This is an optimization exercise on Yosys and OpenROAD, whose aim is small area, not a production implementation.
Only simulation tests tie the RTL to the original design; equivalence was not proved.
The clock port is modelled as an ideal driver, which makes a skipped or thinned clock tree look cheaper than it is; a real chip needs a root buffer or a tree.
Power is estimated from default activity; no workload was simulated.

==> flow/design.v (excerpt) <==
module reactiontimer(keybutton, selection, trig, echo, cin, rst, segments, d, led);
For scale: ~69 I/O pins.
export LEC_CHECK = 0
export CAP_MARGIN = 20
export CORE_MARGIN = 2
export CORE_UTILIZATION = 40
export SLEW_MARGIN = 20
create_clock -name core_clock -period 20.0 [get_ports {cin}]
standard.sh (not shown) runs the stock make flow with config.mk's settings and CLKGATE_MAP_FILE= SYNTH_SCRIPT=/design/flow/synth_recipe.tcl, a recipe that flattens the netlist after the stock synthesis.
==> flow/flow/run.sh <==
#!/bin/bash
# Own layout flow: the standard ORFS flow (standard synthesis unchanged),
# with smaller port buffers, a clock tree without dummy loads.

set -euo pipefail
export BUFFER_PORTS_ARGS="-buffer_cell sky130_fd_sc_hd__buf_1"
export CTS_ARGS="-sink_clustering_enable -repair_clock_nets -dont_use_dummy_load -buf_list sky130_fd_sc_hd__clkbuf_8"

bash standard.sh > standard.log 2>&1
Then changed:
==> flow/flow/run.sh (replaced) <==
#!/bin/bash
# Own layout flow: the standard ORFS flow (standard synthesis unchanged),
# with smaller port buffers, a clock tree without dummy loads, and gate
# downsizing on paths with positive slack.
set -euo pipefail
export BUFFER_PORTS_ARGS="-buffer_cell sky130_fd_sc_hd__buf_1"
export CTS_ARGS="-sink_clustering_enable -sink_clustering_size 40 -sink_clustering_max_diameter 150 -repair_clock_nets -dont_use_dummy_load -buf_list sky130_fd_sc_hd__clkbuf_8"
# no power recovery
bash standard.sh > standard.log 2>&1
=> First-iteration DRC count stays the same; total power stays the same; final cell count is unchanged; critical path depth does not change; worst setup slack does not change; routed wire length stays the same; hold slack stays the same; global-route usage is unchanged.

## run 1
reactiontimer, a different RTL version from the one above (not shown whole).
Size: ~900 cells after synthesis, ~7000 um^2 of cells after synthesis.
==> flow/config.mk <==
export PLATFORM = sky130hd
export DESIGN_NAME = reactiontimer
export DESIGN_NICKNAME = reactiontimer
export VERILOG_FILES = /design/flow/design.v
export SDC_FILE = /design/flow/constraint.sdc
export NUM_CORES = 4
export LEC_CHECK = 0
export CAP_MARGIN = 20
export CORE_MARGIN = 2
export CORE_UTILIZATION = 55
export SLEW_MARGIN = 20
==> flow/constraint.sdc <==
create_clock -name core_clock -period 20.0 [get_ports {cin}]
set_input_delay 4.0000 -clock core_clock [delete_from_list [all_inputs] [get_ports {cin}]]
set_output_delay 4.0000 -clock core_clock [all_outputs]
set_load 0.01 [all_outputs]
==> flow/flow/run.sh <==
#!/bin/bash
# Own layout flow: the standard ORFS flow with the standard synthesis
# unchanged, and these changes:
#  - after the standard synthesis, its combinational logic is mapped again
#    for least area by remap.sh (registers, their names and cell types kept);
#  - ports are buffered with the smallest buffer (buf_1);
#  - before placement repair, sized-up gates are set back to their smallest
#    size (downsize.tcl), and repair_design sizes up where it must;
#  - the clock tree is built by clocktree.tcl (a root buffer and one leaf
#    buffer per compact group of 16 registers) in place of TritonCTS.
# Each tool's output is in the ORFS logs under orfs/logs and in remap.log;
# the make output is in standard.log.
set -euo pipefail
here=$(pwd)
export TMPDIR="$here/tmp"
mkdir -p "$TMPDIR"
res="$here/orfs/results/$FLOW_PLATFORM/reactiontimer/base"
bash standard.sh "$res/1_2_yosys.v" > standard_synth.log 2>&1
cp "$res/1_2_yosys.v" "$here/standard_1_2_yosys.v"
bash flow/remap.sh "$here/standard_1_2_yosys.v" "$res/1_2_yosys.v" "$here/remap.log"
export BUFFER_PORTS_ARGS="-buffer_cell sky130_fd_sc_hd__buf_1"
export PRE_RESIZE_TCL="$here/flow/downsize.tcl"
export PRE_CTS_TCL="$here/flow/clocktree.tcl"
bash standard.sh > standard.log 2>&1
==> flow/flow/remap.abc <==
strash
dch -f
amap
strash
dch -f
amap
topo
==> flow/flow/remap.sh <==
#!/bin/bash
# Maps the combinational logic of the standard synthesis netlist again with
# ABC for least area: the netlist's gates are read as their logic functions
# (registers and tie cells stay as they are, with their names), and ABC's
# area mapper (remap.abc) maps that logic to the platform's cells.
#   remap.sh IN.v OUT.v LOG
set -euo pipefail
in=$1; out=$2; log=$3
lib=$FLOW_HOME/platforms/sky130hd/lib/sky130_fd_sc_hd__tt_025C_1v80.lib
here=$(cd "$(dirname "$0")" && pwd)
dont_use=$(sed -n '/^export DONT_USE_CELLS/,/^$/p' $FLOW_HOME/platforms/sky130hd/config.mk \
  | grep -o 'sky130_fd_sc_hd__[a-z0-9_]*' | sed 's/^/-dont_use /' | tr '\n' ' ')
keep=$(grep -o '^ *sky130_fd_sc_hd__\(df\|edf\|sdf\|dl\|conb\)[a-z0-9_]*' "$in" | sort -u | tr '\n' ' ')
printf 'set_driving_cell sky130_fd_sc_hd__buf_1\nset_load 5\n' > "$out.constr"
yosys -l "$log" -p "
read_liberty -ignore_miss_func $lib
read_verilog $in
hierarchy -top $FLOW_TOP
blackbox $keep
flatten
opt_clean
abc -liberty $lib $dont_use -script $here/remap.abc -constr $out.constr
opt_clean -purge
stat -liberty $lib
write_verilog -noattr $out
" > /dev/null
Other scripts of this flow, unchanged in this note and not shown: flow/flow/clocktree.tcl, flow/flow/downsize.tcl
Inputs modified between run 1 and run 2:
--- a/flow/flow/run.sh
+++ b/flow/flow/run.sh
@@ -21,2 +21,3 @@
 export BUFFER_PORTS_ARGS="-buffer_cell sky130_fd_sc_hd__buf_1"
+export POST_FLOORPLAN_TCL="$here/flow/restructure.tcl"
 export PRE_RESIZE_TCL="$here/flow/downsize.tcl"
==> flow/flow/restructure.tcl (new file) <==
# After floorplanning: the buffers that synthesis inserted are removed and the
# combinational logic between the registers is mapped again by ABC for least
# area (OpenROAD's restructure). Registers, ports and tie cells stay as
# synthesis made them.
set rs_lib [lindex $::env(LIB_FILES) 0]
set rs_dir [file join $::env(RESULTS_DIR) restructure]
file mkdir $rs_dir
remove_buffers
restructure -target area -liberty_file $rs_lib \
  -tielo_port sky130_fd_sc_hd__conb_1/LO -tiehi_port sky130_fd_sc_hd__conb_1/HI \
  -abc_logfile [file join $::env(LOG_DIR) restructure_abc.log] -work_dir $rs_dir
--- a/flow/config.mk
+++ b/flow/config.mk
@@ -9,3 +9,3 @@
 export CORE_MARGIN = 2
-export CORE_UTILIZATION = 55
+export CORE_UTILIZATION = 40
 export SLEW_MARGIN = 20
--- outcome ---
Final worst-path cycle share: run 2 vs run 1 up 0.31 points. Comparing the two runs side by side, run 2 comes out behind run 1 on die area. The part of the total power dissipated in the clock network of run 2 exceeds that of run 1 by 0.4 points. The standard cells in run 2 occupy more silicon area than those in run 1 do. | worst setup slack | run 2 vs run 1 | 0.062 ns lower |. Going from run 1 to run 2, register-to-register slack rose by 0.88 ns, power rose by about 0.8%.
Input-level comparison between run 3 and run 2:
--- a/flow/flow/run.sh
+++ b/flow/flow/run.sh
@@ -21,3 +21,2 @@
 export BUFFER_PORTS_ARGS="-buffer_cell sky130_fd_sc_hd__buf_1"
-export POST_FLOORPLAN_TCL="$here/flow/restructure.tcl"
 export PRE_RESIZE_TCL="$here/flow/downsize.tcl"
removed: flow/flow/restructure.tcl
### Flow results
Worst hold slack after final layout: run 3 > run 2
Run 2 has lower clock period minus worst slack than run 3.
Setup slack of the critical path after layout: run 3 < run 2
For fraction of final layout cells with drive strength greater than 1, run 2 and run 3 come out practically identical.
Relative to run 3, the following input files were edited for run 4:
==> flow/flow/run.sh <==
#!/bin/bash
# Own layout flow: the standard ORFS flow with the standard synthesis
# unchanged, and these changes to the layout steps:
#  - ports are buffered with the smallest buffer (buf_1);
#  - before placement repair, sized-up gates are set back to their smallest
#    size (downsize.tcl), and repair_design sizes up where it must;
#  - the clock tree is built by clocktree.tcl (a root buffer and one leaf
#    buffer per compact group of 16 registers) in place of TritonCTS.
# Each tool's output is in the ORFS logs under orfs/logs; the make output is
# in standard.log.
set -euo pipefail
here=$(pwd)
export BUFFER_PORTS_ARGS="-buffer_cell sky130_fd_sc_hd__buf_1"
export PRE_RESIZE_TCL="$here/flow/downsize.tcl"
export PRE_CTS_TCL="$here/flow/clocktree.tcl"
bash standard.sh > standard.log 2>&1
--- a/flow/config.mk
+++ b/flow/config.mk
@@ -9,3 +9,3 @@
 export CORE_MARGIN = 2
-export CORE_UTILIZATION = 40
+export CORE_UTILIZATION = 65
 export SLEW_MARGIN = 20
removed: flow/flow/remap.abc
removed: flow/flow/remap.sh
Results
Post-layout minimum cycle time: lower on run 4
Re arrival time of the worst setup path: run 4 and run 3 aren't equal, and the lower value belongs to run 4.
Taking run 3 as the reference, in run 4 total number of nets in the final design dropped about 6%, internal power contribution climbed 1.4%.
Diff run 3..run 4 | flip-flop and latch count | unchanged
Every run in the comparison, run 4 and run 3, completed the flow with a clean layout.
Share of total power in the clock network ends up higher on run 3.
Run 4 leaves more setup margin than run 3.
In every run of this note, the design's own scripts or RTL, not TritonCTS, make the clock network.

[static timing again, ports no longer ideal]
The flow's constraints put no driver on any port. The routed layouts listed below were extracted and timed again, unchanged, in two steps.
Step 1: set_driving_cell puts a clkbuf_16 on cin and a buf_2 on each other input, an assumption about the parent block.
Step 2 moves the port delays by t, midway between the first and last clock arrival at a register: inputs arrive t later, outputs are due t later. That takes back most of the time a late clock gives input paths.
Slacks: no drivers / after step 1 / after step 2; pairs: no drivers / after step 1.
run | t, ns | setup WS [ns] | worst setup path at the end
the first run of note 1 | 0.481 | 9.789 / 9.766 / 9.766 | input to output
the second run of note 1 | 0.481 | 9.789 / 9.766 / 9.766 | input to output
run 1 | 0.458 | 9.295 / 9.273 / 9.273 | input to output
run 2 | 0.473 | 9.232 / 9.207 / 9.207 | input to output
run 3 | 0.467 | 8.965 / 8.941 / 8.941 | input to output
run 4 | 0.446 | 10.388 / 10.363 / 10.363 | input to output
After both steps setup and hold are still met in every run listed.
